What follows belongs to an exercise in optimizing a design on an open flow for small area; a production flow would make more cautious choices.
Function was checked by simulation only, so behaviour that the tests miss may differ from the original.

==> run a <==
Design gpio_axil, start of the top module:
module gpio_axil #
(
    parameter NUM_GPIO = 32,  
    parameter AXIL_ADDR_WIDTH = 16,
    parameter AXIL_ADDR_BASE = 0,
    parameter RB_NEXT_PTR = 0
)
(
    input  wire                         clk,
    input  wire                         rst,
    input  wire [AXIL_ADDR_WIDTH-1:0]   s_axil_awaddr,
    input  wire [2:0]                   s_axil_awprot,
    input  wire                         s_axil_awvalid,
    output wire                         s_axil_awready,
    input  wire [31:0]                  s_axil_wdata,
    input  wire [3:0]                   s_axil_wstrb,
    input  wire                         s_axil_wvalid,
    output wire                         s_axil_wready,
    output wire [1:0]                   s_axil_bresp,
    output wire                         s_axil_bvalid,
    input  wire                         s_axil_bready,
    input  wire [AXIL_ADDR_WIDTH-1:0]   s_axil_araddr,
    input  wire [2:0]                   s_axil_arprot,
    input  wire                         s_axil_arvalid,
    output wire                         s_axil_arready,
    output wire [31:0]                  s_axil_rdata,
  ...
Settings: LEC_CHECK=0, CAP_MARGIN=20, CORE_MARGIN=2, CORE_UTILIZATION=50, GPL_TIMING_DRIVEN=0, SLEW_MARGIN=20, SYNTH_HIERARCHICAL=1; clock period 5.0 ns.
standard.sh (not shown) runs the stock make flow with config.mk's settings and CLKGATE_MAP_FILE= SYNTH_SCRIPT=/design/flow/synth_recipe.tcl, a recipe that flattens the netlist after the stock synthesis.
==> flow/flow/run.sh <==
#!/bin/bash
# Standard layout, except: combinational cells start at their smallest drive
# strength, the ports get the smallest buffer, and the clock tree uses
# larger leaf clusters.
set -o pipefail
here=$(cd "$(dirname "$0")" && pwd)
bash standard.sh \
  "PRE_FLOORPLAN_TCL=$here/downsize.tcl" \
  REMOVE_ABC_BUFFERS=1 \
  "BUFFER_PORTS_ARGS=-buffer_cell sky130_fd_sc_hd__buf_1" \
  "CTS_ARGS=-sink_clustering_enable -repair_clock_nets -dont_use_dummy_load -buf_list sky130_fd_sc_hd__clkbuf_16 -sink_clustering_size 36 -sink_clustering_max_diameter 70" \
  finish > standard.log 2>&1
==> flow/flow/downsize.tcl <==
# Before floorplanning: put every combinational cell at the smallest drive
# strength of its function. The repairs later in the flow size up whatever
# timing, slew or capacitance needs.
set ds_dont_use $::env(DONT_USE_CELLS)
set ds_count 0
foreach inst [get_cells *] {
  set master [get_property $inst ref_name]
  if {![regexp {^(sky130_fd_sc_hd__[a-z0-9]+)_([0-9]+)$} $master -> base drive]} { continue }
  if {[regexp {__(df|edf|sdf|dl|conb|tap|fill|decap|clk)} $base]} { continue }
  set best $master
  set best_area [get_property [lindex [get_lib_cells */$master] 0] area]
  foreach cand [get_lib_cells */${base}_*] {
    set cname [get_name $cand]
    if {![regexp "^${base}_\[0-9\]+\$" $cname]} { continue }
    if {[lsearch -exact $ds_dont_use $cname] >= 0} { continue }
    set a [get_property $cand area]
    if {$a < $best_area - 1e-6} { set best $cname; set best_area $a }
  }
  if {$best ne $master} {
    replace_cell $inst [lindex [get_lib_cells */$best] 0]
    incr ds_count
  }
}
puts "downsize: $ds_count cells set to their smallest drive strength"
==> run b: changes against run a <==
--- a/flow/design.v
+++ b/flow/design.v
@@ -50,18 +50,18 @@
 assign s_axil_bvalid = s_axil_bvalid_reg;
 assign s_axil_arready = s_axil_arready_reg;
 assign s_axil_rdata = s_axil_rdata_reg;
 assign s_axil_rresp = 2'b00;
 assign s_axil_rvalid = s_axil_rvalid_reg;
 reg software_rst;
-reg [31:0] data_tristate_reg;  
+reg [31:0] data_direct_reg;
 reg [31:0] data_output_reg;
 reg [31:0] data_input_reg;
 reg [31:0] data_input_reg_last;
 assign gpio_o = data_output_reg[NUM_GPIO-1:0];
-assign gpio_t = data_tristate_reg[NUM_GPIO-1:0];
+assign gpio_t = ~data_direct_reg[NUM_GPIO-1:0];
 reg [31:0] irq_redge_en;
 reg [31:0] irq_fedge_en;
 reg [31:0] irq_bit_mask;
 reg [31:0] irq_status_summary_last;
 wire do_axil_write = s_axil_awvalid && s_axil_wvalid && !s_axil_awready_reg &&
                      (!s_axil_bvalid_reg || s_axil_bready);
@@ -78,16 +78,16 @@
 wire [3:0] st_mask  = {4{wr_blk && (wr_word == 4'hE)}} & s_axil_wstrb;
 wire kill = rst || software_rst;
 wire [31:0] nx_dir, nx_out, nx_redge, nx_fedge, nx_mask, nx_last;
 genvar gb;
 generate
     for (gb = 0; gb < 4; gb = gb + 1) begin : g_byte
-        gpio_axil_ld8n u_dir (
-            .q_n(data_tristate_reg[gb*8 +: 8]), .d(s_axil_wdata[gb*8 +: 8]),
-            .hold_n(st_dir[gb] || kill), .load(st_dir[gb] && !kill),
-            .y_n(nx_dir[gb*8 +: 8]));
+        gpio_axil_ld8 u_dir (
+            .q(data_direct_reg[gb*8 +: 8]), .d(s_axil_wdata[gb*8 +: 8]),
+            .hold(!st_dir[gb] && !kill), .load(st_dir[gb] && !kill),
+            .y(nx_dir[gb*8 +: 8]));
         gpio_axil_ld8 u_out (
             .q(data_output_reg[gb*8 +: 8]), .d(s_axil_wdata[gb*8 +: 8]),
             .hold(!st_out[gb] && !kill), .load(st_out[gb] && !kill),
             .y(nx_out[gb*8 +: 8]));
         gpio_axil_ld8 u_redge (
             .q(irq_redge_en[gb*8 +: 8]), .d(s_axil_wdata[gb*8 +: 8]),
@@ -123,60 +123,58 @@
     end
 endgenerate
 assign irq = status_zero && (|new_events);
 wire       rd_hold = s_axil_rvalid_reg && !s_axil_rready;
 wire       rd_blk  = !rd_hold && (s_axil_araddr[15:6] == 10'd0);
 wire [3:0] rd_word = s_axil_araddr[5:2];
-wire [6:0] rd_sel = {
+wire [7:0] rd_sel = {
     rd_hold,
     rd_blk && (rd_word == 4'hF),    
     rd_blk && (rd_word == 4'hE),    
     rd_blk && (rd_word == 4'hD),    
     rd_blk && (rd_word == 4'hC),    
     rd_blk && (rd_word == 4'hB),    
-    rd_blk && (rd_word == 4'hA)     
+    rd_blk && (rd_word == 4'hA),    
+    rd_blk && (rd_word == 4'h9)     
 };
-wire rd_dir_n = !(rd_blk && (rd_word == 4'h9));
 wire rs_id  = rd_blk && (rd_word == 4'h0);
 wire rs_rev = rd_blk && (rd_word == 4'h1);
 wire rs_ptr = rd_blk && (rd_word == 4'h2);
 wire rs_cnt = rd_blk && (rd_word == 4'h8);
-wire [31:0] rd_const_n = ~(({32{rs_id}}  & ID_VALUE) |
-                           ({32{rs_rev}} & REV_VALUE) |
-                           ({32{rs_ptr}} & PTR_VALUE) |
-                           ({32{rs_cnt}} & CNT_VALUE));
+wire [31:0] rd_const = ({32{rs_id}}  & ID_VALUE) |
+                       ({32{rs_rev}} & REV_VALUE) |
+                       ({32{rs_ptr}} & PTR_VALUE) |
+                       ({32{rs_cnt}} & CNT_VALUE);
 wire [31:0] nx_rdata;
 genvar gr;
 generate
     for (gr = 0; gr < 32; gr = gr + 1) begin : g_rd
         if ((ID_VALUE[gr] | REV_VALUE[gr] | PTR_VALUE[gr] | CNT_VALUE[gr]) != 1'b0) begin : g_c
             gpio_axil_rd8c u_rd (
                 .sel(rd_sel),
                 .d({s_axil_rdata_reg[gr], irq_status_summary_last[gr], irq_bit_mask[gr],
                     irq_fedge_en[gr], irq_redge_en[gr], data_input_reg[gr],
-                    data_output_reg[gr]}),
-                .sel_n(rd_dir_n), .d_n(data_tristate_reg[gr]),
-                .c_n(rd_const_n[gr]), .y(nx_rdata[gr]));
+                    data_output_reg[gr], data_direct_reg[gr]}),
+                .c(rd_const[gr]), .y(nx_rdata[gr]));
         end else begin : g_n
             gpio_axil_rd8 u_rd (
                 .sel(rd_sel),
                 .d({s_axil_rdata_reg[gr], irq_status_summary_last[gr], irq_bit_mask[gr],
                     irq_fedge_en[gr], irq_redge_en[gr], data_input_reg[gr],
-                    data_output_reg[gr]}),
-                .sel_n(rd_dir_n), .d_n(data_tristate_reg[gr]),
+                    data_output_reg[gr], data_direct_reg[gr]}),
                 .y(nx_rdata[gr]));
         end
     end
 endgenerate
 always @(posedge clk) begin
     s_axil_awready_reg <= !rst && do_axil_write;
     s_axil_bvalid_reg  <= !rst && (do_axil_write || (s_axil_bvalid_reg && !s_axil_bready));
     s_axil_arready_reg <= !rst && do_axil_read;
     s_axil_rvalid_reg  <= !rst && (do_axil_read || (s_axil_rvalid_reg && !s_axil_rready));
     software_rst       <= !rst && wr_swrst;
-    data_tristate_reg <= nx_dir;
+    data_direct_reg <= nx_dir;
     data_output_reg <= nx_out;
     irq_redge_en    <= nx_redge;
     irq_fedge_en    <= nx_fedge;
     irq_bit_mask    <= nx_mask;
     data_input_reg  <= gpio_i & {32{!kill}};
     data_input_reg_last <= nx_last;
@@ -214,57 +212,40 @@
 gpio_axil_nand2  u_ev   (.a(rise_n), .b(fall_n), .y(event_o));
 gpio_axil_aoi21  u_keep (.a1(capture), .a2(event_o), .b1(status), .y(keep_n));
 gpio_axil_nor2   u_next (.a(clr), .b(keep_n), .y(status_next));
 endmodule
 module gpio_axil_rd8
 (
-    input  wire [6:0] sel,
-    input  wire [6:0] d,
-    input  wire       sel_n,
-    input  wire       d_n,
+    input  wire [7:0] sel,
+    input  wire [7:0] d,
     output wire       y
 );
 wire [2:0] t;
 gpio_axil_aoi222 u_t0 (.a1(sel[0]), .a2(d[0]), .b1(sel[1]), .b2(d[1]), .c1(sel[2]), .c2(d[2]), .y(t[0]));
 gpio_axil_aoi222 u_t1 (.a1(sel[3]), .a2(d[3]), .b1(sel[4]), .b2(d[4]), .c1(sel[5]), .c2(d[5]), .y(t[1]));
-gpio_axil_a2bb2oi u_t2 (.a1_n(sel_n), .a2_n(d_n), .b1(sel[6]), .b2(d[6]), .y(t[2]));
+gpio_axil_aoi22  u_t2 (.a1(sel[6]), .a2(d[6]), .b1(sel[7]), .b2(d[7]), .y(t[2]));
 gpio_axil_nand3  u_y  (.a(t[0]), .b(t[1]), .c(t[2]), .y(y));
 endmodule
 module gpio_axil_rd8c
 (
-    input  wire [6:0] sel,
-    input  wire [6:0] d,
-    input  wire       sel_n,
-    input  wire       d_n,
-    input  wire       c_n,
+    input  wire [7:0] sel,
+    input  wire [7:0] d,
+    input  wire       c,
     output wire       y
 );
 wire [2:0] t;
 gpio_axil_aoi222 u_t0 (.a1(sel[0]), .a2(d[0]), .b1(sel[1]), .b2(d[1]), .c1(sel[2]), .c2(d[2]), .y(t[0]));
 gpio_axil_aoi222 u_t1 (.a1(sel[3]), .a2(d[3]), .b1(sel[4]), .b2(d[4]), .c1(sel[5]), .c2(d[5]), .y(t[1]));
-gpio_axil_a2bb2oi u_t2 (.a1_n(sel_n), .a2_n(d_n), .b1(sel[6]), .b2(d[6]), .y(t[2]));
-gpio_axil_nand4  u_y  (.a(t[0]), .b(t[1]), .c(t[2]), .d(c_n), .y(y));
-endmodule
-module gpio_axil_ld8n
-(
-    input  wire [7:0] q_n,
-    input  wire [7:0] d,
-    input  wire       hold_n,
-    input  wire       load,
-    output wire [7:0] y_n
-);
-assign y_n = ~((~q_n & {8{~hold_n}}) | (d & {8{load}}));
+gpio_axil_aoi221 u_t2 (.a1(sel[6]), .a2(d[6]), .b1(sel[7]), .b2(d[7]), .c1(c), .y(t[2]));
+gpio_axil_nand3  u_y  (.a(t[0]), .b(t[1]), .c(t[2]), .y(y));
 endmodule
 module gpio_axil_nand2 (input wire a, input wire b, output wire y);
 assign y = ~(a & b);
 endmodule
 module gpio_axil_nand3 (input wire a, input wire b, input wire c, output wire y);
 assign y = ~(a & b & c);
-endmodule
-module gpio_axil_nand4 (input wire a, input wire b, input wire c, input wire d, output wire y);
-assign y = ~(a & b & c & d);
 endmodule
 module gpio_axil_nor2 (input wire a, input wire b, output wire y);
 assign y = ~(a | b);
 endmodule
 module gpio_axil_nand4b (input wire a_n, input wire b, input wire c, input wire d, output wire y);
 assign y = ~(~a_n & b & c & d);
@@ -276,15 +257,11 @@
 assign y = ~((a1 & a2) | (b1 & b2));
 endmodule
 module gpio_axil_aoi221 (input wire a1, input wire a2, input wire b1, input wire b2, input wire c1,
                          output wire y);
 assign y = ~((a1 & a2) | (b1 & b2) | c1);
 endmodule
-module gpio_axil_a2bb2oi (input wire a1_n, input wire a2_n, input wire b1, input wire b2,
-                          output wire y);
-assign y = ~((~a1_n & ~a2_n) | (b1 & b2));
-endmodule
 module gpio_axil_aoi222 (input wire a1, input wire a2, input wire b1, input wire b2, input wire c1,
                          input wire c2, output wire y);
 assign y = ~((a1 & a2) | (b1 & b2) | (c1 & c2));
 endmodule
 `resetall
==> flow/flow/run.sh (replaced) <==
#!/bin/bash
# Standard layout, except: combinational cells start at their smallest drive
# strength, the ports get the smallest buffer, and the clock tree uses
# larger leaf clusters.
set -o pipefail
here=$(cd "$(dirname "$0")" && pwd)
bash standard.sh \
  "PRE_FLOORPLAN_TCL=$here/downsize.tcl" \
  "BUFFER_PORTS_ARGS=-buffer_cell sky130_fd_sc_hd__buf_1" \
  "CTS_ARGS=-sink_clustering_enable -repair_clock_nets -buf_list sky130_fd_sc_hd__clkbuf_8 -sink_clustering_size 24 -sink_clustering_max_diameter 80" \
  finish > standard.log 2>&1
==> flow/flow/downsize.tcl (replaced) <==
# Before floorplanning: put every combinational cell at the smallest drive
# strength of its function. The repairs later in the flow size up whatever
# timing, slew or capacitance needs.
set lib_area {}
foreach lib [get_libs *] {
  foreach cell [get_lib_cells -quiet [get_name $lib]/*] {
    dict set lib_area [get_name $cell] [get_property $cell area]
  }
}
set dont_use {}
foreach c $::env(DONT_USE_CELLS) { lappend dont_use $c }
set n 0
foreach inst [[ord::get_db_block] getInsts] {
  set master [[$inst getMaster] getName]
  if {![regexp {^(sky130_fd_sc_hd__[a-z0-9]+)_([0-9]+)$} $master -> base drive]} { continue }
  if {[regexp {__(df|edf|sdf|dl|conb|tap|fill|decap|clk)} $base]} { continue }
  set best $master
  set best_area [dict get $lib_area $master]
  foreach cand [dict keys $lib_area ${base}_*] {
    if {![regexp "^${base}_\[0-9\]+\$" $cand]} { continue }
    if {[lsearch -exact $dont_use $cand] >= 0} { continue }
    set a [dict get $lib_area $cand]
    if {$a < $best_area - 1e-6} { set best $cand; set best_area $a }
  }
  if {$best ne $master} {
    replace_cell $inst [get_lib_cells $best]
    incr n
  }
}
puts "downsize: $n cells set to their smallest drive strength"
- GPL_TIMING_DRIVEN: 0 -> not set
==> run summary <==
Run b aborted during floorplan (2_1_floorplan) with STA-0124. Run a produced a clean layout.

[afterwards: timing with drivers on the ports]
How much do the figures lean on ideal ports? The routed layout below was timed once more, with nothing changed but the port constraints.
Step 1 assumes that a clkbuf_16 drives the clock port and a buf_2 every other input.
Step 2 moves the port delays by t, midway between the first and last clock arrival at a register: inputs arrive t later, outputs are due t later. That takes back most of the time a late clock gives input paths.
Three values: ideal, step 1, step 2; two values: the first two.
run: run a
t, ns: 0.536
slack for setup (ns): 1.529 / 1.557 / 1.020
worst setup path at the end: input to register
slew at the worst register clock pin (ns): 0.12 / 0.12
After both steps setup and hold are still met in run a. The setup slack of run a moves by +0.028 ns with the drivers and by -0.509 ns with both steps.
